Background: an optimization exercise with open tools, aiming at small area. Do not read the settings as production practice.
Only simulation tests tie the RTL to the original design; equivalence was not proved.
The clock cells of run 8 come from the design's own scripts or RTL, not from TritonCTS.
No driver is modelled on the clock port, so clock power and skew are understated where the tree is cut down; a real chip needs a root buffer or a tree.
Power figures rest on the tool's default switching activity, not on a simulated workload.

==> design/flow/design.v <==
`timescale 1ns / 1ps
module debouncer(btn, clk, rst, btn_state, btn_rise);
    input btn;
    input clk;
    input rst;
    output btn_state;
    output btn_rise;
    localparam [16:0] LAST = 17'h0aa01;
    reg state;
    reg [16:0] lfsr;
    wire clear = rst | ~btn;
    always @(posedge clk) begin
        if (clear | state)
            lfsr <= 17'b0;
        else
            lfsr <= {~lfsr[15:0], lfsr[16] ^ lfsr[13]};
        state <= ~clear & (state | (lfsr == LAST));
    end
    assign btn_state = state;
    assign btn_rise = state & lfsr[0];
endmodule
`timescale 1ns / 1ps
module clocks(clk, rst, adj, clk_blink, tick_fast, step);
input wire clk;
input wire rst;
input wire adj;
output wire clk_blink;
output wire tick_fast;
output wire step;
reg [3:0] a;    
reg [6:0] m;    
reg [2:0] k;    
wire a_last = a[3] & a[0];                        
wire m_last = m[6] & m[5] & m[4] & m[3] & m[2];   
wire k_en = a_last & m_last;
wire [5:0] mp;
assign mp[0] = m[0];
genvar i;
generate for (i = 1; i < 6; i = i + 1) begin : g_mp
    assign mp[i] = mp[i-1] & m[i];
end endgenerate
wire a_clr = rst | a_last;
wire m_clr = rst | k_en;
always @(posedge clk) begin
    a[0] <= ~a_clr & ~a[0];
    a[1] <= ~a_clr & (a[1] ^ a[0]);
    a[2] <= ~a_clr & (a[2] ^ (a[1] & (a[0] & ~a[3])));
    a[3] <= ~a_clr & (a[3] | (a[2] & a[1] & a[0]));
    m[0] <= ~m_clr & (m[0] ^ a_last);
    m[1] <= ~m_clr & (m[1] ^ (a[3] & (a[0] & m[0])));
    m[2] <= ~m_clr & (m[2] ^ (a_last & mp[1]));
    m[3] <= ~m_clr & (m[3] ^ (a_last & mp[2]));
    m[4] <= ~m_clr & (m[4] ^ (a_last & mp[3]));
    m[5] <= ~m_clr & (m[5] ^ (a_last & mp[4]));
    m[6] <= ~m_clr & (m[6] ^ (a_last & mp[5]));
    k[0] <= ~rst & (k[0] ^ k_en);
    k[1] <= ~rst & (k[1] ^ (a_last & (m_last & k[0])));
    k[2] <= ~rst & (k[2] ^ (k_en & (k[0] & k[1])));
end
assign clk_blink = k[0];
assign tick_fast = ~a[3] & a[2] & ~a[1] & ~a[0];    
assign step = k_en & (k[0] & (adj ? ~k[1] : (k[1] & ~k[2])));
endmodule
`timescale 1ns / 1ps
module counter(sys_rst, rst, ps_rise, adj, select, clk, step, sec1, sec0, min1, min0);
input wire sys_rst;
input wire rst;
input wire ps_rise;
input wire adj;
input wire select;
input wire clk;
input wire step;
output reg [3:0] sec1;   
output reg [2:0] sec0;   
output reg [3:0] min1;   
output reg [2:0] min0;   
reg pause;
always @(posedge clk)
    pause <= ~sys_rst & (pause ^ ps_rise);
wire run = step & ~pause;
wire s1_9 = sec1[3] & sec1[0];
wire s0_5 = sec0[2] & sec0[0];
wire m1_9 = min1[3] & min1[0];
wire inc_s = run & (~adj | select);
wire inc_m = run & (adj ? ~select : (s1_9 & s0_5));
wire inc_s0 = inc_s & s1_9;
wire inc_m0 = inc_m & m1_9;
always @(posedge clk) begin
    sec1[0] <= ~rst & (sec1[0] ^ inc_s);
    sec1[1] <= ~rst & (sec1[1] ^ (inc_s & (sec1[0] & ~sec1[3])));
    sec1[2] <= ~rst & (sec1[2] ^ (inc_s & (sec1[0] & sec1[1])));
    sec1[3] <= ~rst & (sec1[3] ^ (inc_s & (sec1[0] & (sec1[3] | (sec1[1] & sec1[2])))));
    sec0[0] <= ~rst & (sec0[0] ^ inc_s0);
    sec0[1] <= ~rst & (sec0[1] ^ (inc_s0 & (sec0[0] & ~sec0[2])));
    sec0[2] <= ~rst & (sec0[2] ^ (inc_s0 & (sec0[0] & (sec0[2] | sec0[1]))));
    min1[0] <= ~rst & (min1[0] ^ inc_m);
    min1[1] <= ~rst & (min1[1] ^ (inc_m & (min1[0] & ~min1[3])));
    min1[2] <= ~rst & (min1[2] ^ (inc_m & (min1[0] & min1[1])));
    min1[3] <= ~rst & (min1[3] ^ (inc_m & (min1[0] & (min1[3] | (min1[1] & min1[2])))));
    min0[0] <= ~rst & (min0[0] ^ inc_m0);
    min0[1] <= ~rst & (min0[1] ^ (inc_m0 & (min0[0] & ~min0[2])));
    min0[2] <= ~rst & (min0[2] ^ (inc_m0 & (min0[0] & (min0[2] | min0[1]))));
end
endmodule
`timescale 1ns / 1ps
module digit_to_segment(digit, segment);
input wire [3:0] digit;
output wire [6:0] segment;
wire c3 = digit[3], c2 = digit[2], c1 = digit[1], c0 = digit[0];
wire bl = c3 & c2;
assign segment[6] = (~c3 & ~c2 & ~c1 & c0) | bl | (c2 & ~c1 & ~c0);
assign segment[5] = bl | (c2 & ~c1 & c0) | (c2 & c1 & ~c0);
assign segment[4] = bl | (~c2 & c1 & ~c0);
assign segment[3] = (~c3 & ~c2 & ~c1 & c0) | (c2 & ~c1 & ~c0) | (c2 & c1 & c0);
assign segment[2] = (c2 & ~c1) | c0;
assign segment[1] = (~c3 & ~c2 & c0) | bl | (~c2 & c1) | (c1 & c0);
assign segment[0] = (~c3 & ~c2 & ~c1) | bl | (c2 & c1 & c0);
endmodule
`timescale 1ns / 1ps
module stopwatch(clk, rst, btnR, btnC, sw, seg, an);
    input wire clk;
    input wire rst;
    input wire btnR;
    input wire btnC;
    input wire [1:0] sw;
    output wire [6:0] seg;
    output wire [3:0] an;
    wire btnR_st, btnC_st, btnC_rise;
    wire clk_blink, tick_fast, step;
    wire [3:0] sec1, min1;
    wire [2:0] sec0, min0;
    debouncer reset(.btn(btnR), .clk(clk), .rst(rst), .btn_state(btnR_st), .btn_rise());
    debouncer pause(.btn(btnC), .clk(clk), .rst(rst), .btn_state(btnC_st), .btn_rise(btnC_rise));
    wire clr = rst | btnR_st;
    clocks clk_wires(.clk(clk), .rst(clr), .adj(sw[1]), .clk_blink(clk_blink),
                     .tick_fast(tick_fast), .step(step));
    counter decide_digits(.sys_rst(rst), .rst(clr), .ps_rise(btnC_rise), .adj(sw[1]), .select(sw[0]),
                          .clk(clk), .step(step),
                          .sec1(sec1), .sec0(sec0), .min1(min1), .min0(min0));
    reg [1:0] dig_counter;
    reg mode;          
    reg [3:0] code;    
    wire [1:0] pos = dig_counter ^ {2{sw[1]}};
    wire blank = sw[1] & ~clk_blink & (pos[1] ^ sw[0]);
    wire [3:0] digit = pos[1] ? (pos[0] ? {1'b0, min0} : min1)
                              : (pos[0] ? {1'b0, sec0} : sec1);
    always @(posedge clk) begin
        if (rst) begin
            dig_counter <= 2'b00;
            code <= 4'b1111;
        end else if (tick_fast) begin
            dig_counter[0] <= ~dig_counter[0];
            dig_counter[1] <= dig_counter[1] ^ dig_counter[0];
            mode <= sw[1];
            code <= {digit[3] | blank, digit[2] | blank, digit[1] & ~blank, digit[0] & ~blank};
        end
    end
    digit_to_segment display(.digit(code), .segment(seg));
    wire sh0 = ~dig_counter[0] ^ mode;
    wire sh1 = dig_counter[1] ^ ~dig_counter[0] ^ mode;
    wire on = ~(code[3] & code[1]);
    assign an[0] = ~(on & ~sh1 & ~sh0);
    assign an[1] = ~(on & ~sh1 & sh0);
    assign an[2] = ~(on & sh1 & ~sh0);
    assign an[3] = ~(on & sh1 & sh0);
endmodule
==> design/flow/run.sh <==
#!/bin/bash
# synth_recipe.tcl (not shown) runs the flow's synth.tcl, then flattens the netlist and writes it again
# the make line also repeats each setting of config.mk as NAME=value (left out here)
make -C /OpenROAD-flow-scripts/flow DESIGN_CONFIG=/design/flow/config.mk WORK_HOME=/design/flow/orfs CLKGATE_MAP_FILE= SYNTH_SCRIPT=/design/flow/synth_recipe.tcl finish
==> design/flow/config.mk <==
export PLATFORM = sky130hd
export DESIGN_NAME = stopwatch
export DESIGN_NICKNAME = stopwatch
export VERILOG_FILES = /design/flow/design.v
export SDC_FILE = /design/flow/constraint.sdc
export NUM_CORES = 4
export LEC_CHECK = 0
export CAP_MARGIN = 20
export CORE_MARGIN = 2
export CORE_UTILIZATION = 60
export CTS_BUF_LIST = sky130_fd_sc_hd__clkbuf_8
export CTS_CLUSTER_DIAMETER = 500
export CTS_CLUSTER_SIZE = 100
export SLEW_MARGIN = 20
==> design/flow/constraint.sdc <==
create_clock -name core_clock -period 10.0 [get_ports {clk}]
set_input_delay 2.0000 -clock core_clock [delete_from_list [all_inputs] [get_ports {clk}]]
set_output_delay 2.0000 -clock core_clock [all_outputs]
set_load 0.01 [all_outputs]
==> qor.txt, run 1 <==
status -> complete, no violations
clock skew -> 0.00732 ns
initial antenna violation count -> 0
EDFF count, synth -> 1
final count of negative-setup-slack endpoints -> 0
Psw -> 141 uW
core region area -> 4690 sq um
synthesized area per cell -> 9.14 sq um
Reg power frac -> 51.0%
Worst Setup End Kind -> flip-flop
f_max -> 247 MHz
Placed Instances -> 370
Port Buffer Count -> 16
slowest CP cell -> or4_1
Die W -> 73.7 microns
wire per inst -> 13.5 microns
Overall Global Routing Usage -> 21.2%
Max-Cap Viols -> 0
final wirelength -> 5.20 mm
IO Pins -> 17
pin count of the biggest net entering global routing -> 22
GPL Wtd Cong -> 0.847
Die Y -> 73.7 microns
Buf+Inv Stages, Crit Path -> 1
Syn. warnings -> 4
Post-CTS Setup Inserts -> 0
worst-path cell chain -> clkdlybuf4s50_1, nor4b_2, o2111ai_2, or4_1, a21oi_1
first-iteration detailed-routing DRC count -> 125
H-tree depth -> 3
worst-margin pin slew -> 0.795 ns
Switching Fraction -> 23.5%
internal power -> 458 uW
post-synthesis register bit count -> 72
DR vias/cell -> 5.62
Cell Area, Synth -> 2920 sq um
crit path max fanout -> 21
post-synth cell types -> 51
Max IR drop VDD -> 0.122 mV
share of cells above drive strength 1 -> 8.13%
cell family with most CP delay -> simple AND/OR/NAND/NOR gates
Worst slew margin -> 46.8%
Pwr Total -> 599 uW
clock transition at the registers of the reported paths -> 0.08 ns
via count -> 2,170
cell row count -> 25
Fin. Hold Viols -> 0
Gate Count Post-Synth -> 319
Finished Layout Cells -> 386
Layout area overhead -> 12.5%
kind of critical path -> input pin to flip-flop
crit path DAT -> 4.33 ns
Max clock buf depth -> 2
DP HPWL -> 3.50 mm
most frequent cells in the layout -> dfxtp_1 (71), nor2_1 (61), nand2_1 (24)
fin. max-slew vios -> 0
Final Critical Period -> 4.05 ns
Die ar. -> 5430 sq um
Clock Latency Late Sink -> 0.35 ns
Post-Syn Nets -> 325
Worst path max stage delay -> 0.65 ns
Worst setup SP type -> input pin
Post-synth ARST share -> 0%
CTS tree -> yes
Num Clock Sinks -> 72
setup TNS -> 0 ns
post-synthesis sequential area ratio -> 49.8%
Post-CTS Hold Fix Bufs -> 0
clock buffer count from CTS -> 9
CTS resizes -> 0
Logic pwr share -> 6.1%
required time worst endpoint -> 10.28 ns
Power Dens Cells -> 183 nW/um^2
root buffer cell -> clkbuf_8
antenna violation net count after detailed routing -> 0
Post-route DRC -> 0
RSZ-0062 raised after global routing -> no
Primary FF master, synth -> dfxtp_1
Nets -> 333
power share of the clock group -> 42.9%
global route overflow -> 0
Leak -> 0.00128 uW
hold_ws -> 0.401 ns
first-pass GRT wire length -> 8.70 mm
Ant. Diodes -> 0
starting density of the core -> 62.2%
commonest non-fill, non-tap cell in the layout -> dfxtp_1
DR pass1 iterations -> 4
vias in the first global route -> 1,879
final period utilization -> 40.5%
Worst Hold Class -> flip-flop to flip-flop
[synth_stat cells, types with 3 or more instances]
master	count	area (sq um)
nand2b_1	3	18.8
xnor2_1	8	70.1
nor3_1	4	20.0
mux2i_1	5	50.1
and3b_1	3	26.3
nand4_1	5	31.3
o311ai_0	3	26.3
a21oi_1	16	80.1
clkbuf_1	10	37.5
nand2_1	24	90.1
nand3_1	10	50.1
a31oi_1	4	25.0
inv_1	10	37.5
o21ai_0	10	50.1
buf_2	7	35.0
nor4_1	3	18.8
nor2_1	61	229
xor2_1	12	105
dfxtp_1	71	1420
mux4_2	3	67.6
or3_1	6	37.5
nand3b_1	3	22.5
[power groups by stage]
| stage | Combinational [uW] | Sequential, uW | Clock, uW |
|---|---|---|---|
| after floorplan | 27.8 | 309 | 0 |
| after global placement | 35.7 | 312 | 0 |
| after detailed placement | 36.4 | 312 | 0 |
| after CTS | 36.7 | 306 | 261 |
| after global routing | 40.8 | 308 | 276 |
| final | 36.3 | 306 | 257 |
[flip-flops by register name, summed over array words and instances, names as in the netlist, 2 cells and up]
register / flops
decide_digits.min1: 4
decide_digits.sec1: 4
decide_digits.min0: 3
decide_digits.sec0: 3
code: 4
pause.lfsr: 17
clk_wires.m: 7
clk_wires.k: 3
reset.lfsr: 17
clk_wires.a: 4
dig_counter: 2
[logic make-up (layout without fill, tap and decap cells)]
| logic type | after synthesis | in the layout | synth area share, % |
|---|---|---|---|
| buf+inv | 29 | 42 | 4.42 |
| simple gates | 142 | 142 | 24.7 |
| flops | 72 | 72 | 49.8 |
| mux | 8 | 8 | 4.03 |
| compound gates | 47 | 47 | 10.5 |
| xor+xnor | 21 | 21 | 6.56 |
[routing by layer]
layer / vias to the layer above / track usage, % / wire [microns]
met2: 33 / 30.0 / 2360
li1: 1119 / - / -
met5: - / 0 / 0
met4: 0 / 9.09 / 22
met3: 2 / 6.58 / 210
met1: 1016 / 29.7 / 2610
[final timing paths]
check | from | depth (start not counted) | slack (ns) | end
worst max-delay path | sw[1] | 5 | 5.95 | decide_digits.min1[3]
worst min-delay path | pause.lfsr[9] | 1 | 0.40 | pause.lfsr[10]
worst min register to register | pause.lfsr[9] | 1 | 0.40 | pause.lfsr[10]
worst max register to register | clk_wires.a[3] | 4 | 7.93 | decide_digits.min1[3]
[metrics by stage]
step	area [sq um]	util, %	setup WS (ns)
final	3280	69.9	5.95
after global routing	3280	69.9	5.78
after CTS	3280	69.9	5.98
after detailed placement	3050	65.1	5.63
after global placement	3050	65.1	5.69
after floorplan	2920	-	6.56
[layout make-up]
| cell class | count | area (sq um) |
|---|---|---|
| Sequential cell | 72 | 1450 |
| Clock buffer | 9 | 124 |
| Fill cell | 366 | 1410 |
| Tap cell | 54 | 67.6 |
| Multi-Input combinational cell | 218 | 1340 |
| Clock inverter | 7 | 105 |
| Inverter | 10 | 37.5 |
| Timing Repair Buffer | 16 | 160 |
==> inputs of run 2 (changes only) <==
--- a/design/flow/config.mk
+++ b/design/flow/config.mk
@@ -9,6 +9,3 @@
 export CORE_MARGIN = 2
 export CORE_UTILIZATION = 60
-export CTS_BUF_LIST = sky130_fd_sc_hd__clkbuf_8
-export CTS_CLUSTER_DIAMETER = 500
-export CTS_CLUSTER_SIZE = 100
 export SLEW_MARGIN = 20
==> run 2 against run 1 <==
Against the previous run:
- core utilization stayed put
- clock-buffer cell count stayed put
- global-route usage stayed put
- clock skew stayed put
- wire length stayed put
- sequential share of layout area stayed put
- via count stayed put
- synthesized cell count stayed put
- area after synthesis stayed put
- sequential power hardly changed
- largest power group unchanged
==> qor.txt, run 2 <==
Clock Latency Late Sink -> 0.35 ns
DR pass1 iterations -> 4
worst-path cell chain -> clkdlybuf4s50_1, nor4b_2, o2111ai_2, or4_1, a21oi_1
internal power -> 458 uW
final wirelength -> 5.20 mm
Buf+Inv Stages, Crit Path -> 1
fin. max-slew vios -> 0
Logic pwr share -> 6.1%
starting density of the core -> 62.2%
Layout area overhead -> 12.5%
Primary FF master, synth -> dfxtp_1
commonest non-fill, non-tap cell in the layout -> dfxtp_1
core region area -> 4690 sq um
Worst slew margin -> 46.8%
crit path max fanout -> 21
cell taking the most area after synthesis -> dfxtp_1
IO Pins -> 17
Max clock buf depth -> 2
cell family with most CP delay -> simple AND/OR/NAND/NOR gates
count leader, synth -> dfxtp_1
post-synthesis register bit count -> 72
Worst setup SP type -> input pin
GPL Wtd Cong -> 0.847
Die W -> 73.7 microns
Num Clock Sinks -> 72
Die Y -> 73.7 microns
Power Dens Cells -> 183 nW/um^2
global route overflow -> 0
Nets -> 333
via count -> 2,170
synthesized area per cell -> 9.14 sq um
CTS tree -> yes
crit path DAT -> 4.33 ns
Fin. Hold Viols -> 0
largest registers -> pause.lfsr (17), reset.lfsr (17), clk_wires.m (7)
initial antenna violation count -> 0
Worst Hold Class -> flip-flop to flip-flop
Post-CTS Hold Fix Bufs -> 0
Final Critical Period -> 4.05 ns
Post-CTS Setup Inserts -> 0
CTS resizes -> 0
post-synth top area share -> 48.7%
clock skew -> 0.00732 ns
Ant. Diodes -> 0
final count of negative-setup-slack endpoints -> 0
Synth top cells by count -> dfxtp_1 (71), nor2_1 (61), nand2_1 (24)
post-synth cell types -> 51
final period utilization -> 40.5%
first-iteration detailed-routing DRC count -> 125
Post-synth ARST share -> 0%
EDFF count, synth -> 1
Syn. warnings -> 4
Die ar. -> 5430 sq um
setup TNS -> 0 ns
Util after Layout -> 69.9%
Gate Count Post-Synth -> 319
f_max -> 247 MHz
Psw -> 141 uW
status -> complete, no violations
antenna violation net count after detailed routing -> 0
DR vias/cell -> 5.62
first-pass GRT wire length -> 8.70 mm
RSZ-0062 raised after global routing -> no
Switching Fraction -> 23.5%
Post-Syn Nets -> 325
power share of the clock group -> 42.9%
cell row count -> 25
wire per inst -> 13.5 microns
DP HPWL -> 3.50 mm
Overall Global Routing Usage -> 21.2%
post-synthesis sequential area ratio -> 49.8%
Port Buffer Count -> 16
Leak -> 0.00128 uW
Reg power frac -> 51.0%
clock transition at the registers of the reported paths -> 0.08 ns
kind of critical path -> input pin to flip-flop
Max IR drop VDD -> 0.122 mV
pin count of the biggest net entering global routing -> 22
Worst Setup End Kind -> flip-flop
worst-margin pin slew -> 0.795 ns
Worst path max stage delay -> 0.65 ns
Cell Area, Synth -> 2920 sq um
Placed Instances -> 370
required time worst endpoint -> 10.28 ns
clock buffer count from CTS -> 9
Finished Layout Cells -> 386
synth top area cells -> dfxtp_1 (49%), nor2_1 (7.9%), xor2_1 (3.6%)
most frequent cells in the layout -> dfxtp_1 (71), nor2_1 (61), nand2_1 (24)
slowest CP cell -> or4_1
Max-Cap Viols -> 0
H-tree depth -> 3
share of cells above drive strength 1 -> 8.13%
root buffer cell -> clkbuf_8
Post-route DRC -> 0
vias in the first global route -> 1,879
==> run 2: logic make-up after synthesis <==
family / share of synthesized area, %
AO/OA/AOI/OAI: 10.5
buffers and inverters: 4.42
multiplexers: 4.03
flip-flops: 49.8
XOR/XNOR: 6.56
AND/OR/NAND/NOR: 24.7
==> run 2: worst reg2reg max path: stages, from the launching register on <==
cell       delay, ns
dfxtp_1         0.46
and4_1          0.33
o2111ai_2       0.44
or4_1           0.65
a21oi_1         0.12
==> run 2: metrics by stage <==
step / hold slack (ns) / worst slack (ns) / total power (uW) / instance area, sq um
after detailed placement: 0.395 / 5.63 / 349 / 3050
after global placement: 0.389 / 5.69 / 348 / 3050
after global routing: 0.432 / 5.78 / 624 / 3280
after floorplan: 0.384 / 6.56 / 336 / 2920
final: 0.401 / 5.95 / 599 / 3280
after CTS: 0.405 / 5.98 / 604 / 3280
==> run 2: worst paths after layout <==
| kind | start | end | slack, ns | cells past startpoint |
|---|---|---|---|---|
| min reg2reg | pause.lfsr[9] | pause.lfsr[10] | 0.40 | 1 |
| max | sw[1] | decide_digits.min1[3] | 5.95 | 5 |
| max reg2reg | clk_wires.a[3] | decide_digits.min1[3] | 7.93 | 4 |
| min | pause.lfsr[9] | pause.lfsr[10] | 0.40 | 1 |
==> run 2: area by class of cell <==
class	count	area, sq um
fillers	366	1410
clock inverters	7	105
clock buffers	9	124
inverters	10	37.5
multi-input cells	218	1340
repair buffers	16	160
flip-flops and latches	72	1450
well taps	54	67.6
==> run 2: power groups by stage <==
stage,Combinational [uW],Clock (uW),Sequential (uW)
after CTS,36.7,261,306
after floorplan,27.8,0,309
final,36.3,257,306
after global placement,35.7,0,312
after global routing,40.8,276,308
after detailed placement,36.4,0,312
==> run 2: layer usage <==
metal	track usage, %	up-vias	wire length [microns]
met4	9.09	0	22
met3	6.58	2	210
met2	30.0	33	2360
li1	-	1119	-
met1	29.7	1016	2610
met5	0	-	0
==> inputs of run 3 (changes only) <==
==> design/flow/flow/run.sh (new file) <==
#!/bin/bash
# Own layout flow: the standard flow, with
#  - synthesis as synth_recipe.tcl, but ABC run with an area-only script and
#    without Yosys's half/full adder extraction (same registers and names);
#  - the smallest buffer on the ports;
#  - a clock tree without dummy loads.
# Each tool's output goes to a log file of its own in this folder.
set -euo pipefail
WORK=$(pwd)
export OWN_FLOW_DIR="$WORK/flow"
bash standard.sh SYNTH_SCRIPT="$WORK/flow/own_synth.tcl" synth > "$WORK/synth.log" 2>&1
bash standard.sh SYNTH_SCRIPT="$WORK/flow/own_synth.tcl" \
  BUFFER_PORTS_ARGS="-buffer_cell sky130_fd_sc_hd__buf_1" \
  CTS_ARGS="-sink_clustering_enable -repair_clock_nets -dont_use_dummy_load -sink_clustering_size 100 -sink_clustering_max_diameter 500 -buf_list sky130_fd_sc_hd__clkbuf_8" \
  finish > "$WORK/layout.log" 2>&1
==> design/flow/flow/area.abc (new file) <==
strash
balance -l; resub -K 6 -l; rewrite -l; resub -K 6 -N 2 -l; refactor -l; resub -K 8 -l; balance -l; resub -K 8 -N 2 -l; rewrite -l; resub -K 10 -l; rewrite -z -l; resub -K 10 -N 2 -l; balance -l; resub -K 12 -l; refactor -z -l; resub -K 12 -N 2 -l; rewrite -z -l; balance -l
dch -f
amap
topo
==> design/flow/flow/own_synth.tcl (new file) <==
# synth_recipe.tcl with ABC's area-only mapping and no adder extraction.
# The procs below are defined before synth.tcl imports Yosys's commands, so
# they take the place of Yosys's abc and extract_fa there.
proc abc {args} {
  set i [lsearch $args -script]
  if {$i >= 0} {
    set args [lreplace $args $i [expr {$i + 1}] -script $::env(OWN_FLOW_DIR)/area.abc]
  }
  yosys abc {*}$args
}
proc extract_fa {args} { }
source [file join [file dirname $::env(OWN_FLOW_DIR)] synth_recipe.tcl]
==> design/flow/standard.sh (new file) <==
#!/bin/bash
# synth_recipe.tcl (not shown) runs the flow's synth.tcl, then flattens the netlist and writes it again
# the make line also repeats each setting of config.mk as NAME=value (left out here)
make -C /OpenROAD-flow-scripts/flow DESIGN_CONFIG=/design/flow/config.mk WORK_HOME=/design/flow/orfs CLKGATE_MAP_FILE= SYNTH_SCRIPT=/design/flow/synth_recipe.tcl "${@:-finish}"
removed: design/flow/run.sh
==> run 3 against run 2 <==
Against the previous run:
- still clean
- fmax grew 10%
- critical path depth unchanged
- worst setup slack improved by 0.37 ns
- hold slack improved by 0.0042 ns
- clock power shrank 35%
- first-iteration DRC count is 50% lower
- die area decreased by 12%
- core utilization down 0.79 points
- total power down 18%
- sequential power decreased by 1%
- critical path type is now flip-flop to output port
- largest cell class unchanged
==> qor.txt, run 3 <==
clock transition at the registers of the reported paths -> 0.07 ns
starting density of the core -> 63.0%
Die W -> 69.1 microns
Post-Syn Nets -> 293
status -> complete, no violations
clock buffer count from CTS -> 9
hold_ws -> 0.405 ns
initial antenna violation count -> 0
setup TNS -> 0 ns
most frequent cells in the layout -> nor2_1 (74), dfxtp_1 (71), clkinv_1 (26)
Worst setup SP type -> flip-flop
Max IR drop VDD -> 0.142 mV
Syn. warnings -> 4
Fin. Hold Viols -> 0
Primary FF master, synth -> dfxtp_1
worst-margin pin slew -> 0.639 ns
Power Dens Cells -> 177 nW/um^2
root buffer cell -> clkbuf_8
final wirelength -> 4.41 mm
first-pass GRT wire length -> 7.92 mm
Finished Layout Cells -> 362
clock skew -> 0.0171 ns
cell taking the most area after synthesis -> dfxtp_1
cell row count -> 23
Worst Hold Class -> flip-flop to flip-flop
wire per inst -> 12.2 microns
Hold EP -> pause.lfsr[2]
Pwr Total -> 492 uW
first-iteration detailed-routing DRC count -> 62
Leak -> 0.00104 uW
Nets -> 320
Die ar. -> 4770 sq um
Die Y -> 69.1 microns
Worst Setup End Kind -> output port
core region area -> 4030 sq um
CTS resizes -> 0
synthesized area per cell -> 8.85 sq um
share of cells above drive strength 1 -> 2.88%
GPL Wtd Cong -> 0.907
f_max -> 272 MHz
post-synth top area share -> 56.0%
fin. max-slew vios -> 0
Post-synth ARST share -> 0%
largest registers -> pause.lfsr (17), reset.lfsr (17), clk_wires.m (7)
commonest non-fill, non-tap cell in the layout -> nor2_1
DR pass1 iterations -> 4
Overall Global Routing Usage -> 20.6%
Reg2Reg Setup Slack -> 7.62 ns
Layout area overhead -> 9.70%
Port Buffer Count -> 16
Max-Cap Viols -> 0
crit path max fanout -> 5
Gate Count Post-Synth -> 287
Post-CTS Hold Fix Bufs -> 0
Clock Latency Late Sink -> 0.33 ns
final period utilization -> 36.8%
pin count of the biggest net entering global routing -> 18
post-synthesis register bit count -> 72
Util after Layout -> 69.2%
r2r startpoint -> clk_wires.a[0]
synth top area cells -> dfxtp_1 (56%), nor2_1 (11%), clkinv_1 (3.8%)
DR vias/cell -> 5.51
required time worst endpoint -> 8.00 ns
EDFF count, synth -> 1
RSZ-0062 raised after global routing -> no
DP HPWL -> 3.20 mm
global route overflow -> 0
Worst slew margin -> 57.4%
count leader, synth -> nor2_1
IO Pins -> 17
Max clock buf depth -> 2
post-synth cell types -> 33
Num Clock Sinks -> 72
H-tree depth -> 3
crit path DAT -> 1.68 ns
Post-route DRC -> 0
RR Endpoint -> decide_digits.min0[1]
Synth top cells by count -> nor2_1 (74), dfxtp_1 (71), clkinv_1 (26)
final count of negative-setup-slack endpoints -> 0
Placed Instances -> 353
R2R depth -> 13
CTS tree -> yes
Cell Area, Synth -> 2540 sq um
antenna violation net count after detailed routing -> 0
Final Critical Period -> 3.68 ns
Post-CTS Setup Inserts -> 0
via count -> 1,993
Hold Crit Start -> pause.lfsr[1]
vias in the first global route -> 1,814
post-synthesis sequential area ratio -> 57.1%
kind of critical path -> flip-flop to output port
WHS Path Cells -> 1
Ant. Diodes -> 0
run 3: power breakdown:
part / leakage, uW / switching [uW] / internal, uW
registers: 0.000590 / 5.26 / 297
logic: 0.000386 / 15.8 / 8.13
clock network: 0.0000647 / 86.1 / 80.1
total: 0.00104 / 107 / 385
run 3: cells by family (layout without fill, tap and decap cells):
logic type	after synthesis	after routing	synth area share, %
AO/OA/AOI/OAI	57	57	15.4
AND/OR/NAND/NOR	132	132	23.6
buffers and inverters	26	51	3.84
flip-flops	72	72	57.1
run 3: stage by stage:
stage	worst slack, ns	area (sq um)
after floorplan	6.51	2540
after global placement	6.15	2660
final	6.32	2790
after global routing	6.12	2790
after CTS	6.32	2790
after detailed placement	6.05	2660
run 3: area by class of cell:
cell class / count / area [sq um]
clock buffers: 9 / 124
fillers: 332 / 1240
inverters: 26 / 97.6
multi-input cells: 189 / 991
flip-flops and latches: 72 / 1450
well taps: 50 / 62.6
repair buffers: 16 / 60.1
run 3: worst max-delay path by stage:
stage,depth (start not counted),start,slack (ns),endpoint
floorplan,7,sw[1],6.51,code[3]
global route,8,sw[1],6.12,code[3]
CTS,5,dig_counter[0],6.32,an[1]
global placement,8,sw[1],6.15,code[3]
detailed placement,8,sw[1],6.05,code[3]
finish,5,dig_counter[0],6.32,an[1]
run 3: critical path, cell delays in order (launching register included):
cell and delay, ns:
dfxtp_1 0.34, clkinv_1 0.17, a21oi_1 0.24, clkinv_1 0.12, or3_1 0.36, buf_1 0.13
run 3: metal layers:
metal / routed length [microns] / GRT usage (%)
met1: 2360 / 29.6
met2: 1780 / 28.7
met3: 166 / 4.68
met4: 95 / 11.1
met5: 0 / 0
==> inputs of run 4 (changes only) <==
--- a/design/flow/flow/run.sh
+++ b/design/flow/flow/run.sh
@@ -12,4 +12,4 @@
 bash standard.sh SYNTH_SCRIPT="$WORK/flow/own_synth.tcl" \
   BUFFER_PORTS_ARGS="-buffer_cell sky130_fd_sc_hd__buf_1" \
-  CTS_ARGS="-sink_clustering_enable -repair_clock_nets -dont_use_dummy_load -sink_clustering_size 100 -sink_clustering_max_diameter 500 -buf_list sky130_fd_sc_hd__clkbuf_8" \
+  CTS_ARGS="-sink_clustering_enable -repair_clock_nets -dont_use_dummy_load -buf_list sky130_fd_sc_hd__clkbuf_4" \
   finish > "$WORK/layout.log" 2>&1
==> run 4 against run 3 <==
Against the previous run:
- still clean on timing, DRC and antenna
- clock-buffer cell count unchanged
- critical path depth unchanged
- synthesized cell count unchanged
- cell area down 2.0%
- clock skew up 0.012 ns
- first-iteration DRC count down 19%
- wire length up 0.73%
- die area unchanged
- sequential share of layout area up 1.1 points
- largest power group unchanged
- highest routed layer unchanged
==> qor.txt, run 4 <==
required time worst endpoint -> 8.00 ns
vias in the first global route -> 1,818
Post-CTS Setup Inserts -> 0
final period utilization -> 37.5%
Worst Setup End Kind -> output port
Clock Latency Late Sink -> 0.41 ns
Final Critical Period -> 3.75 ns
largest registers -> pause.lfsr (17), reset.lfsr (17), clk_wires.m (7)
Hold Crit Start -> reset.lfsr[7]
clock buffer count from CTS -> 9
Worst Hold Class -> flip-flop to flip-flop
pin count of the biggest net entering global routing -> 18
Post-CTS Hold Fix Bufs -> 0
synth top area cells -> dfxtp_1 (56%), nor2_1 (11%), clkinv_1 (3.8%)
global route overflow -> 0
count leader, synth -> nor2_1
Port Buffer Count -> 16
Die Y -> 69.1 microns
worst-margin pin slew -> 0.667 ns
H-tree depth -> 3
final wirelength -> 4.44 mm
Die ar. -> 4770 sq um
share of cells above drive strength 1 -> 2.88%
source of the critical timing path -> dig_counter[0]
DP HPWL -> 3.20 mm
kind of critical path -> flip-flop to output port
post-synthesis sequential area ratio -> 57.1%
post-synth top area share -> 56.0%
Gate Count Post-Synth -> 287
cell row count -> 23
Max clock buf depth -> 2
antenna violation net count after detailed routing -> 0
setup TNS -> 0 ns
Primary FF master, synth -> dfxtp_1
register area -> 1450 sq um
Overall Global Routing Usage -> 20.7%
commonest non-fill, non-tap cell in the layout -> nor2_1
crit path max fanout -> 5
DR vias/cell -> 5.51
cell taking the most area after synthesis -> dfxtp_1
Cell Area, Synth -> 2540 sq um
Ant. Diodes -> 0
Leak -> 0.00102 uW
Num Clock Sinks -> 72
first-pass GRT wire length -> 7.94 mm
Power Dens Cells -> 165 nW/um^2
Post-Syn Nets -> 293
Max-Cap Viols -> 0
fin. max-slew vios -> 0
area of the multi-input gates -> 991 sq um
f_max -> 267 MHz
wire per inst -> 12.3 microns
post-synth cell types -> 33
Syn. warnings -> 4
GPL Wtd Cong -> 0.907
r2r startpoint -> clk_wires.a[0]
Final WS setup -> 6.25 ns
post-synthesis register bit count -> 72
initial antenna violation count -> 0
crit path DAT -> 1.75 ns
via count -> 1,995
Nets -> 320
Worst setup SP type -> flip-flop
status -> complete, no violations
Post-synth ARST share -> 0%
root buffer cell -> clkbuf_4
CTS tree -> yes
Synth top cells by count -> nor2_1 (74), dfxtp_1 (71), clkinv_1 (26)
RSZ-0062 raised after global routing -> no
clock skew -> 0.0294 ns
Util after Layout -> 67.8%
starting density of the core -> 63.0%
EDFF count, synth -> 1
Fin. Hold Viols -> 0
fill cell count -> 346
CTS resizes -> 0
most frequent cells in the layout -> nor2_1 (74), dfxtp_1 (71), clkinv_1 (26)
first-iteration detailed-routing DRC count -> 50
final count of negative-setup-slack endpoints -> 0
hold_ws -> 0.397 ns
DP Area -> 2660 sq um
post-route cell area -> 2730 sq um
core region area -> 4030 sq um
Worst slew margin -> 55.6%
DR pass1 iterations -> 4
IO Pins -> 17
Max IR drop VDD -> 0.127 mV
Layout area overhead -> 7.49%
synthesized area per cell -> 8.85 sq um
pre-CTS WS -> 6.05 ns
clock transition at the registers of the reported paths -> 0.10 ns
Die W -> 69.1 microns
Post-route DRC -> 0
[run 4: cell counts after synthesis]
Identical to the previous run, type by type.
[run 4: worst paths after layout]
path / to / slack [ns] / cells past startpoint
setup / recovery: an[1] / 6.25 / 5
hold / removal: reset.lfsr[8] / 0.40 / 1
setup reg to reg: decide_digits.sec0[1] / 7.61 / 12
hold reg to reg: reset.lfsr[8] / 0.40 / 1
[run 4: routing by layer]
metal	global-route usage [%]	routed length [microns]	part of all wire, %
met5	0	0	0
met4	10.5	43	0.97
met3	5.12	230	5.2
met2	28.7	1800	41
met1	29.7	2370	53
[run 4: final cells by class]
type                       count  area share, %
inverter                      26           3.57
timing repair buffer          16           2.20
sequential                    72           53.2
tap                           50           2.29
multi-input combinational    189           36.3
clock buffer                   9           2.47
[run 4: kinds of logic (layout without fill, tap and decap cells)]
logic type	count (synthesis)	in the layout	share of synthesized area [%]
buf+inv	26	51	3.84
compound gates	57	57	15.4
flops	72	72	57.1
simple gates	132	132	23.6
[run 4: through the flow]
stage                     std cells  power (uW)
final                           362         450
after global routing            362         471
after CTS                       362         454
after detailed placement        353         332
after global placement          353         332
after floorplan                 287         325
[run 4: critical path: stages, from the launching register on]
cell	delay, ns
dfxtp_1	0.35
clkinv_1	0.16
a21oi_1	0.24
clkinv_1	0.12
or3_1	0.36
buf_1	0.13
[run 4: where the power goes]
part | internal (uW) | total, uW | switching [uW] | leakage, uW
Combinational | 8.13 | 24.0 | 15.9 | 0.000386
Sequential | 297 | 302 | 5.18 | 0.000590
Clock | 41.9 | 125 | 82.7 | 0.0000414
==> inputs of run 5 (changes only) <==
--- a/design/flow/flow/run.sh
+++ b/design/flow/flow/run.sh
@@ -12,4 +12,4 @@
 bash standard.sh SYNTH_SCRIPT="$WORK/flow/own_synth.tcl" \
   BUFFER_PORTS_ARGS="-buffer_cell sky130_fd_sc_hd__buf_1" \
-  CTS_ARGS="-sink_clustering_enable -repair_clock_nets -dont_use_dummy_load -buf_list sky130_fd_sc_hd__clkbuf_4" \
+  CTS_ARGS="-sink_clustering_enable -repair_clock_nets -dont_use_dummy_load -sink_clustering_size 100 -sink_clustering_max_diameter 500 -buf_list sky130_fd_sc_hd__clkbuf_16" \
   finish > "$WORK/layout.log" 2>&1
==> run 5 against run 4 <==
Against the previous run:
- area after synthesis unchanged
- core utilization is 3.9 points higher
- sequential share of layout area shrank 2.9 points
- hold slack better by 0.0045 ns
- clock skew down 0.019 ns
- global-route usage increased by 0.77 points
- sequential cell count unchanged
- clock-buffer cell count stayed put
- clock power is 110% higher
- via count is 0.55% higher
- die area stayed put
==> qor.txt, run 5 <==
status -> complete, no violations
Post-CTS Setup Inserts -> 0
RSZ-0062 raised after global routing -> no
register area -> 1450 sq um
Leak -> 0.00109 uW
Util after Layout -> 71.7%
final wirelength -> 4.55 mm
Die ar. -> 4770 sq um
DR vias/cell -> 5.54
Post-synth ARST share -> 0%
kind of critical path -> input pin to flip-flop
Primary FF master, synth -> dfxtp_1
Die W -> 69.1 microns
clock transition at the registers of the reported paths -> 0.05 ns
GPL Wtd Cong -> 0.907
Syn. warnings -> 4
first-iteration detailed-routing DRC count -> 53
root buffer cell -> clkbuf_16
cell taking the most area after synthesis -> dfxtp_1
Nets -> 320
CTS resizes -> 0
H-tree depth -> 3
Final WS setup -> 6.30 ns
Port Buffer Count -> 16
count leader, synth -> nor2_1
Worst Setup End Kind -> flip-flop
Worst setup SP type -> input pin
first-pass GRT wire length -> 8.11 mm
Synth top cells by count -> nor2_1 (74), dfxtp_1 (71), clkinv_1 (26)
via count -> 2,006
Num Clock Sinks -> 72
CTS tree -> yes
IO Pins -> 17
post-synth cell types -> 33
Die Y -> 69.1 microns
core region area -> 4030 sq um
initial antenna violation count -> 0
clock buffer count from CTS -> 9
setup TNS -> 0 ns
clock skew -> 0.0105 ns
largest registers -> pause.lfsr (17), reset.lfsr (17), clk_wires.m (7)
starting density of the core -> 63.0%
cell row count -> 23
post-synth top area share -> 56.0%
final count of negative-setup-slack endpoints -> 0
Overall Global Routing Usage -> 21.4%
Worst Hold Class -> flip-flop to flip-flop
area of the multi-input gates -> 991 sq um
crit path max fanout -> 9
Post-Syn Nets -> 293
hold_ws -> 0.401 ns
Fin. Hold Viols -> 0
EDFF count, synth -> 1
antenna violation net count after detailed routing -> 0
fill cell count -> 330
Ant. Diodes -> 0
Max IR drop VDD -> 0.138 mV
Layout area overhead -> 13.7%
Post-route DRC -> 0
most frequent cells in the layout -> nor2_1 (74), dfxtp_1 (71), clkinv_1 (26)
synth top area cells -> dfxtp_1 (56%), nor2_1 (11%), clkinv_1 (3.8%)
Worst slew margin -> 56.5%
Gate Count Post-Synth -> 287
wire per inst -> 12.6 microns
Max-Cap Viols -> 0
Cell Area, Synth -> 2540 sq um
post-synthesis register bit count -> 72
commonest non-fill, non-tap cell in the layout -> nor2_1
synthesized area per cell -> 8.85 sq um
crit path DAT -> 3.90 ns
Power Dens Cells -> 202 nW/um^2
Post-CTS Hold Fix Bufs -> 0
vias in the first global route -> 1,853
global route overflow -> 0
fin. max-slew vios -> 0
Max clock buf depth -> 2
pin count of the biggest net entering global routing -> 18
required time worst endpoint -> 10.20 ns
share of cells above drive strength 1 -> 2.88%
DP HPWL -> 3.20 mm
final period utilization -> 37.0%
worst-margin pin slew -> 0.652 ns
DR pass1 iterations -> 4
Final Critical Period -> 3.70 ns
pre-CTS WS -> 6.05 ns
Clock Latency Late Sink -> 0.33 ns
post-synthesis sequential area ratio -> 57.1%
f_max -> 270 MHz
run 5: cell type report:
| cell class | count | share of cell area (%) |
|---|---|---|
| clock buffers | 9 | 7.80 |
| well taps | 50 | 2.17 |
| flip-flops and latches | 72 | 50.3 |
| multi-input cells | 189 | 34.3 |
| inverters | 26 | 3.38 |
| repair buffers | 16 | 2.08 |
run 5: power breakdown:
| part | switching, uW | internal, uW | leakage, uW | total (uW) |
|---|---|---|---|---|
| sequential | 5.32 | 298 | 0.000590 | 303 |
| clock | 100 | 157 | 0.000111 | 257 |
| combinational | 16.0 | 8.13 | 0.000386 | 24.1 |
run 5: through the flow:
stage,area (sq um),std cells,power [uW]
2_1_floorplan,2540,287,325
6_report,2890,362,585
4_1_cts,2890,362,587
5_1_grt,2890,362,606
3_5_place_dp,2660,353,332
3_3_place_gp,2660,353,332
run 5: cells by family after synthesis:
| family | Yosys count | share of synthesized area, % |
|---|---|---|
| AO/OA/AOI/OAI | 57 | 15.4 |
| buffers and inverters | 26 | 3.84 |
| flip-flops | 72 | 57.1 |
| AND/OR/NAND/NOR | 132 | 23.6 |
run 5: routing by layer:
layer,wire length (microns),vias to the layer above,track usage (%)
met5,0,-,0
met4,115,0,13.7
met3,148,13,4.68
met2,1860,34,30.3
met1,2430,896,29.5
li1,-,1063,-
run 5: path summary, 6_finish.rpt:
check / slack [ns] / cells past startpoint / to / from
setup / recovery: 6.30 / 7 / code[2] / sw[1]
hold / removal: 0.40 / 1 / reset.lfsr[8] / reset.lfsr[7]
setup reg to reg: 7.59 / 13 / decide_digits.min0[1] / clk_wires.a[0]
hold reg to reg: 0.40 / 1 / reset.lfsr[8] / reset.lfsr[7]
run 5: worst max-delay path, stage by stage:
cell and delay (ns):
buf_1 0.18, clkinv_1 0.21, o22ai_1 0.55, clkinv_1 0.32
a221oi_1 0.40, o21a_1 0.18, o21ai_0 0.06
==> inputs of run 6 (changes only) <==
==> design/flow/flow/run.sh (replaced) <==
#!/bin/bash
# Own layout flow: the standard flow, with
#  - synthesis as synth_recipe.tcl, but ABC run with an area-only script and
#    without Yosys's half/full adder extraction (same registers and names);
#  - the smallest buffer on the ports;
#  - one clock buffer driving all flip-flops in place of an H-tree.
# Each tool's output goes to a log file of its own in this folder.
set -euo pipefail
WORK=$(pwd)
export OWN_FLOW_DIR="$WORK/flow"
bash standard.sh SYNTH_SCRIPT="$WORK/flow/own_synth.tcl" synth > "$WORK/synth.log" 2>&1
bash standard.sh SYNTH_SCRIPT="$WORK/flow/own_synth.tcl" \
  BUFFER_PORTS_ARGS="-buffer_cell sky130_fd_sc_hd__buf_1" \
  PRE_CTS_TCL="$WORK/flow/cts_one_buffer.tcl" OWN_CLOCK_BUFFER=sky130_fd_sc_hd__clkbuf_16 \
  finish > "$WORK/layout.log" 2>&1
==> design/flow/flow/cts_one_buffer.tcl (new file) <==
# Sourced by ORFS's cts.tcl before its clock tree synthesis (PRE_CTS_TCL).
# The design has only a few dozen flip-flops, so in place of TritonCTS's
# H-tree the clock port drives one clock buffer, placed at the centre of the
# flip-flops, and that buffer drives every flip-flop's clock pin.
proc clock_tree_synthesis {args} {
  set block [ord::get_db_block]
  set sx 0
  set sy 0
  set n 0
  foreach inst [$block getInsts] {
    if {[[$inst getMaster] isSequential]} {
      set bb [$inst getBBox]
      set sx [expr {$sx + ([$bb xMin] + [$bb xMax]) / 2}]
      set sy [expr {$sy + ([$bb yMin] + [$bb yMax]) / 2}]
      incr n
    }
  }
  set dbu [$block getDbUnitsPerMicron]
  set x [expr {double($sx) / $n / $dbu}]
  set y [expr {double($sy) / $n / $dbu}]
  puts "one clock buffer for $n flip-flops at ($x, $y)"
  insert_buffer -buffer_cell $::env(OWN_CLOCK_BUFFER) -net clk \
    -location [list $x $y] -buffer_name clkbuf_root -net_name clknet_root
  set net [$block findNet clknet_root]
  $net setSigType CLOCK
  set_propagated_clock [all_clocks]
}
==> run 6 against run 5 <==
Against the previous run:
- the flow now stops in clock tree synthesis (4_1_cts)
- synthesized cell count unchanged
- area after synthesis unchanged
==> qor.txt, run 6 <==
GPL Wtd Cong -> 0.907
Cell Area, Synth -> 2540 sq um
Fail Step -> clock tree synthesis (4_1_cts)
IO Pins -> 17
post-synth cell types -> 33
DP HPWL -> 3.20 mm
Syn. warnings -> 4
post-synthesis compound-gate area fraction -> 15.4%
pre-CTS WS -> 6.05 ns
post-synthesis sequential area ratio -> 57.1%
Primary FF master, synth -> dfxtp_1
post-synthesis register bit count -> 72
Port Buffer Count -> 16
Post-synth ARST share -> 0%
EDFF count, synth -> 1
starting density of the core -> 63.0%
DP Area -> 2660 sq um
status -> did not finish
largest family of logic cells by synthesized area -> simple AND/OR/NAND/NOR gates
Error -> Error: cts.tcl, 36 invalid command name "NULL"
XOR/XNOR Fraction of Synth Area -> 0%
cell taking the most area after synthesis -> dfxtp_1
Synth Area in Adders -> 0%
Die W -> 69.1 microns
Die Y -> 69.1 microns
count leader, synth -> nor2_1
cell row count -> 23
synthesized area per cell -> 8.85 sq um
Synth top cells by count -> nor2_1 (74), dfxtp_1 (71), clkinv_1 (26)
synth top area cells -> dfxtp_1 (56%), nor2_1 (11%), clkinv_1 (3.8%)
Placed Instances -> 353
post-synth top area share -> 56.0%
Gate Count Post-Synth -> 287
post-synthesis mux area share -> 0%
Synth Area in Simple Gates -> 23.6%
Post-Syn Nets -> 293
run 6: per-stage QoR:
stage | hold WS (ns) | total power (uW)
after global placement | 0.393 | 332
after floorplan | 0.384 | 325
after detailed placement | 0.396 | 332
run 6: worst max path at each step:
stage | to | from | cells past startpoint | slack (ns)
floorplan | code[3] | sw[1] | 7 | 6.51
global placement | code[3] | sw[1] | 8 | 6.15
detailed placement | code[3] | sw[1] | 8 | 6.05
run 6: power by group through the flow:
stage               Combinational (uW)  Clock, uW  Sequential [uW]
floorplan                         17.5          0              307
global placement                  23.5          0              308
detailed placement                24.0          0              308
run 6: kinds of logic after synthesis:
logic type             Yosys count
buffers and inverters           26
flip-flops                      72
AND/OR/NAND/NOR                132
AO/OA/AOI/OAI                   57
==> inputs of run 7 (changes only) <==
--- a/design/flow/flow/cts_one_buffer.tcl
+++ b/design/flow/flow/cts_one_buffer.tcl
@@ -22,6 +22,12 @@
   insert_buffer -buffer_cell $::env(OWN_CLOCK_BUFFER) -net clk \
     -location [list $x $y] -buffer_name clkbuf_root -net_name clknet_root
-  set net [$block findNet clknet_root]
-  $net setSigType CLOCK
+  set buf [$block findInst clkbuf_root]
+  foreach iterm [$buf getITerms] {
+    set net [$iterm getNet]
+    if {$net != "NULL"} {
+      puts "clock buffer pin [[$iterm getMTerm] getName] on net [$net getName]"
+      $net setSigType CLOCK
+    }
+  }
   set_propagated_clock [all_clocks]
 }
==> run 7 against run 6 <==
Against the previous run:
- the run again fails in clock tree synthesis (4_1_cts)
- synthesized cell count did not move
- area after synthesis unchanged
==> qor.txt, run 7 <==
starting density of the core -> 63.0%
cell row count -> 23
Fail Step -> clock tree synthesis (4_1_cts)
post-synth cell types -> 33
EDFF count, synth -> 1
Post-Syn Nets -> 293
Error -> Error: cts.tcl, 36 invalid command name "NULL"
Cell Area, Synth -> 2540 sq um
Die Y -> 69.1 microns
Port Buffer Count -> 16
Gate Count Post-Synth -> 287
Synth top cells by count -> nor2_1 (74), dfxtp_1 (71), clkinv_1 (26)
cell taking the most area after synthesis -> dfxtp_1
post-synth top area share -> 56.0%
XOR/XNOR Fraction of Synth Area -> 0%
post-synthesis register bit count -> 72
post-synthesis mux area share -> 0%
GPL Wtd Cong -> 0.907
post-synthesis sequential area ratio -> 57.1%
status -> did not finish
Die W -> 69.1 microns
largest family of logic cells by synthesized area -> simple AND/OR/NAND/NOR gates
IO Pins -> 17
DP HPWL -> 3.20 mm
Placed Instances -> 353
Post-synth ARST share -> 0%
Primary FF master, synth -> dfxtp_1
post-synthesis compound-gate area fraction -> 15.4%
Syn. warnings -> 4
count leader, synth -> nor2_1
Synth Area in Adders -> 0%
synth top area cells -> dfxtp_1 (56%), nor2_1 (11%), clkinv_1 (3.8%)
synthesized area per cell -> 8.85 sq um
Synth Area in Simple Gates -> 23.6%
==> run 7: cell counts after synthesis <==
Identical to the previous run, type by type.
==> run 7: through the flow <==
stage / setup slack [ns] / area (sq um) / util [%] / power (uW)
after detailed placement: 6.05 / 2660 / 66.1 / 332
after global placement: 6.15 / 2660 / 66.1 / 332
after floorplan: 6.51 / 2540 / - / 325
==> run 7: how the worst max path moves through the flow <==
stage / from / endpoint / slack [ns] / cells after the start
2_1_floorplan: sw[1] / code[3] / 6.51 / 7
3_3_place_gp: sw[1] / code[3] / 6.15 / 8
3_5_place_dp: sw[1] / code[3] / 6.05 / 8
==> run 7: cells by family after synthesis <==
family                 count (synthesis)
AND/OR/NAND/NOR                      132
flip-flops                            72
AO/OA/AOI/OAI                         57
buffers and inverters                 26
==> run 7: power by group through the flow <==
stage                     sequential, uW  clock [uW]  combinational (uW)
after global placement               308           0                23.5
after floorplan                      307           0                17.5
after detailed placement             308           0                24.0
==> inputs of run 8 (changes only) <==
==> design/flow/flow/run.sh (replaced) <==
#!/bin/bash
# Own layout flow: the standard flow, with
#  - synthesis as synth_recipe.tcl, but ABC run with an area-only script and
#    without Yosys's half/full adder extraction (same registers and names);
#  - the smallest buffer on the ports;
#  - a few clock buffers straight from the clock port in place of an H-tree.
# Each tool's output goes to a log file of its own in this folder.
set -euo pipefail
WORK=$(pwd)
export OWN_FLOW_DIR="$WORK/flow"
bash standard.sh SYNTH_SCRIPT="$WORK/flow/own_synth.tcl" synth > "$WORK/synth.log" 2>&1
bash standard.sh SYNTH_SCRIPT="$WORK/flow/own_synth.tcl" \
  BUFFER_PORTS_ARGS="-buffer_cell sky130_fd_sc_hd__buf_1" \
  PRE_CTS_TCL="$WORK/flow/cts_one_buffer.tcl" OWN_CLOCK_BUFFER=sky130_fd_sc_hd__clkbuf_8 OWN_CLOCK_GROUPS=4 \
  finish > "$WORK/layout.log" 2>&1
==> design/flow/flow/cts_one_buffer.tcl (replaced) <==
proc own_centre {insts} {
  set sx 0.0
  set sy 0.0
  foreach inst $insts {
    set bb [$inst getBBox]
    set sx [expr {$sx + ([$bb xMin] + [$bb xMax]) / 2.0}]
    set sy [expr {$sy + ([$bb yMin] + [$bb yMax]) / 2.0}]
  }
  set n [llength $insts]
  return [list [expr {$sx / $n}] [expr {$sy / $n}]]
}

proc own_split {insts axis} {
  set keyed {}
  foreach inst $insts {
    set bb [$inst getBBox]
    if {$axis == "x"} {
      lappend keyed [list [expr {[$bb xMin] + [$bb xMax]}] $inst]
    } else {
      lappend keyed [list [expr {[$bb yMin] + [$bb yMax]}] $inst]
    }
  }
  set sorted {}
  foreach k [lsort -real -index 0 $keyed] { lappend sorted [lindex $k 1] }
  set half [expr {[llength $sorted] / 2}]
  return [list [lrange $sorted 0 [expr {$half - 1}]] [lrange $sorted $half end]]
}

proc clock_tree_synthesis {args} {
  set block [ord::get_db_block]
  set dbu [$block getDbUnitsPerMicron]
  set flops {}
  foreach inst [$block getInsts] {
    if {[[$inst getMaster] isSequential]} { lappend flops $inst }
  }
  set groups [list $flops]
  if {$::env(OWN_CLOCK_GROUPS) >= 2} { set groups [own_split $flops x] }
  if {$::env(OWN_CLOCK_GROUPS) >= 4} {
    set g {}
    foreach grp $groups { lappend g {*}[own_split $grp y] }
    set groups $g
  }
  set i 0
  foreach grp $groups {
    set c [own_centre $grp]
    set x [expr {[lindex $c 0] / $dbu}]
    set y [expr {[lindex $c 1] / $dbu}]
    set pins {}
    foreach inst $grp {
      foreach iterm [$inst getITerms] {
        if {[[$iterm getMTerm] getSigType] == "CLOCK" || [[$iterm getMTerm] getName] == "CLK"} {
          lappend pins [get_pins -of_objects [get_cells [$inst getName]] -filter "name == [[$iterm getMTerm] getName]"]
        }
      }
    }
    puts "clock buffer $i for [llength $grp] flip-flops at ($x, $y)"
    insert_buffer -buffer_cell $::env(OWN_CLOCK_BUFFER) -net clk -load_pins $pins \
      -location [list $x $y] -buffer_name clkbuf_grp$i -net_name clknet_grp$i
    incr i
  }
  foreach inst [$block getInsts] {
    if {[string match clkbuf_grp* [$inst getName]]} {
      foreach iterm [$inst getITerms] {
        set net [$iterm getNet]
        if {$net != "NULL"} { $net setSigType CLOCK }
      }
    }
  }
  set_propagated_clock [all_clocks]
}
==> run 8 against run 7 <==
Against the previous run:
- now clean on timing, DRC and antenna
- synthesized cell count unchanged
- area after synthesis unchanged
==> qor.txt, run 8 <==
status -> complete, no violations
Logic pwr share -> 5.5%
setup TNS -> 0 ns
Clock Latency Late Sink -> 0.16 ns
Primary FF master, synth -> dfxtp_1
vias in the first global route -> 1,766
Post-CTS Setup Inserts -> 0
synthesized area per cell -> 8.85 sq um
worst-margin pin slew -> 0.610 ns
Fin. Hold Viols -> 0
Worst Hold Class -> flip-flop to flip-flop
fin. max-slew vios -> 0
first-iteration detailed-routing DRC count -> 60
pin count of the biggest net entering global routing -> 19
post-synthesis register bit count -> 72
Finished Layout Cells -> 357
post-synth cell types -> 33
internal power -> 342 uW
EDFF count, synth -> 1
share of cells above drive strength 1 -> 1.30%
crit path max fanout -> 7
initial antenna violation count -> 0
post-synthesis sequential area ratio -> 57.1%
DP HPWL -> 3.20 mm
Final WS setup -> 6.21 ns
cell row count -> 23
Syn. warnings -> 4
largest registers -> pause.lfsr (17), reset.lfsr (17), clk_wires.m (7)
Port Buffer Count -> 16
DR pass1 iterations -> 4
Reg power frac -> 70.1%
starting density of the core -> 63.0%
Synth top cells by count -> nor2_1 (74), dfxtp_1 (71), clkinv_1 (26)
core region area -> 4030 sq um
Worst slew margin -> 59.3%
wire per inst -> 11.9 microns
CTS resizes -> 0
Placed Instances -> 353
kind of critical path -> input pin to flip-flop
post-synth top area share -> 56.0%
pre-CTS WS -> 6.05 ns
global route overflow -> 0
clock transition at the registers of the reported paths -> 0.11 ns
f_max -> 264 MHz
Final Critical Period -> 3.79 ns
Post-CTS Hold Fix Bufs -> 0
Cell Area, Synth -> 2540 sq um
synth top area cells -> dfxtp_1 (56%), nor2_1 (11%), clkinv_1 (3.8%)
Post-Syn Nets -> 293
count leader, synth -> nor2_1
final wirelength -> 4.24 mm
Worst setup SP type -> input pin
final period utilization -> 37.9%
Max-Cap Viols -> 0
Ant. Diodes -> 0
Post-route DRC -> 0
via count -> 1,956
Worst Setup End Kind -> flip-flop
Die ar. -> 4770 sq um
Overall Global Routing Usage -> 18.3%
clock skew -> 0.0118 ns
IO Pins -> 17
commonest non-fill, non-tap cell in the layout -> nor2_1
Post-synth ARST share -> 0%
Nets -> 315
Gate Count Post-Synth -> 287
crit path DAT -> 3.86 ns
Power Dens Cells -> 159 nW/um^2
cell taking the most area after synthesis -> dfxtp_1
DR vias/cell -> 5.48
Psw -> 88.7 uW
Switching Fraction -> 20.6%
Max IR drop VDD -> 0.170 mV
required time worst endpoint -> 10.07 ns
power share of the clock group -> 24.4%
Die Y -> 69.1 microns
Layout area overhead -> 7.00%
GPL Wtd Cong -> 0.907
RSZ-0062 raised after global routing -> no
Leak -> 0.00100 uW
most frequent cells in the layout -> nor2_1 (74), dfxtp_1 (71), clkinv_1 (26)
antenna violation net count after detailed routing -> 0
Die W -> 69.1 microns
final count of negative-setup-slack endpoints -> 0
first-pass GRT wire length -> 7.68 mm
## run 8: cell counts after synthesis
No cell type changed its count.
## run 8: cell families after synthesis
group | after synthesis | share of synthesized area (%)
flip-flops | 72 | 57.1
AO/OA/AOI/OAI | 57 | 15.4
buffers and inverters | 26 | 3.84
AND/OR/NAND/NOR | 132 | 23.6
## run 8: area by class of cell, without the clock buffers
class	count	area (sq um)
Inverter	26	97.6
Sequential cell	72	1450
Tap cell	50	62.6
Multi-Input combinational cell	189	991
Timing Repair Buffer	16	60.1
Fill cell	344	1310
## run 8: worst paths after layout
check	cells after the start	startpoint	to	slack, ns
worst min-delay path	1	reset.lfsr[3]	reset.lfsr[4]	0.41
worst min register to register	1	reset.lfsr[3]	reset.lfsr[4]	0.41
worst max register to register	13	clk_wires.a[0]	decide_digits.min0[1]	7.63
worst max-delay path	8	sw[1]	code[3]	6.21
## run 8: power by group through the flow
stage / combinational (uW) / sequential, uW / clock (uW)
2_1_floorplan: 17.5 / 307 / 0
3_3_place_gp: 23.5 / 308 / 0
3_5_place_dp: 24.0 / 308 / 0
4_1_cts: 24.1 / 302 / 107
5_1_grt: 27.4 / 303 / 118
6_report: 23.8 / 302 / 105
## run 8: stage by stage
| step | total power (uW) | instance area, sq um | utilization (%) | hold slack (ns) |
|---|---|---|---|---|
| after floorplan | 325 | 2540 | - | 0.384 |
| after global placement | 332 | 2660 | 66.1 | 0.393 |
| after detailed placement | 332 | 2660 | 66.1 | 0.396 |
| after CTS | 433 | 2720 | 67.5 | 0.411 |
| after global routing | 449 | 2720 | 67.5 | 0.428 |
| final | 431 | 2720 | 67.5 | 0.407 |
## run 8: metal layers
| metal | vias up | part of all wire (%) | global-route usage (%) |
|---|---|---|---|
| li1 | 1048 | - | - |
| met1 | 882 | 55 | 28.5 |
| met2 | 21 | 41 | 28.6 |
| met3 | 5 | 2.6 | 1.32 |
| met4 | 0 | 1.5 | 2.61 |
| met5 | - | 0 | 0 |
## run 8: critical path, cell delays in order
cell      delay (ns)
buf_1           0.17
clkinv_1        0.20
o22ai_1         0.41
clkinv_1        0.23
or2_0           0.24
a31oi_1         0.30
a22oi_1         0.10
or2_0           0.21

==> afterwards: timing with drivers on the ports <==
In the flow no input, the clock included, has a driving cell. The finished layouts below were timed again as built, in two steps. Step 1 assumes that a clkbuf_16 drives the clock port and a buf_2 every other input. Step 2 moves the port delays by t, midway between the first and last clock arrival at a register: inputs arrive t later, outputs are due t later. That takes back most of the time a late clock gives input paths. Slacks: ideal ports / drivers / drivers and shift; pairs: ideal ports / drivers.
run	shift t [ns]	slack for setup (ns)	worst setup path at the end	latest minus earliest clock arrival (ns)
run 1	0.373	5.948 / 5.954 / 5.581	input to register	0.010 / 0.010
run 2	0.373	5.948 / 5.954 / 5.581	input to register	0.010 / 0.010
run 3	0.351	6.323 / 6.297 / 5.983	input to register	0.017 / 0.017
run 4	0.414	6.249 / 6.225 / 5.965	input to register	0.031 / 0.031
run 5	0.352	6.302 / 6.303 / 5.956	input to register	0.012 / 0.013
run 8	0.212	6.205 / 6.235 / 6.023	input to register	0.011 / 0.012
After both steps setup and hold are still met in every run listed.
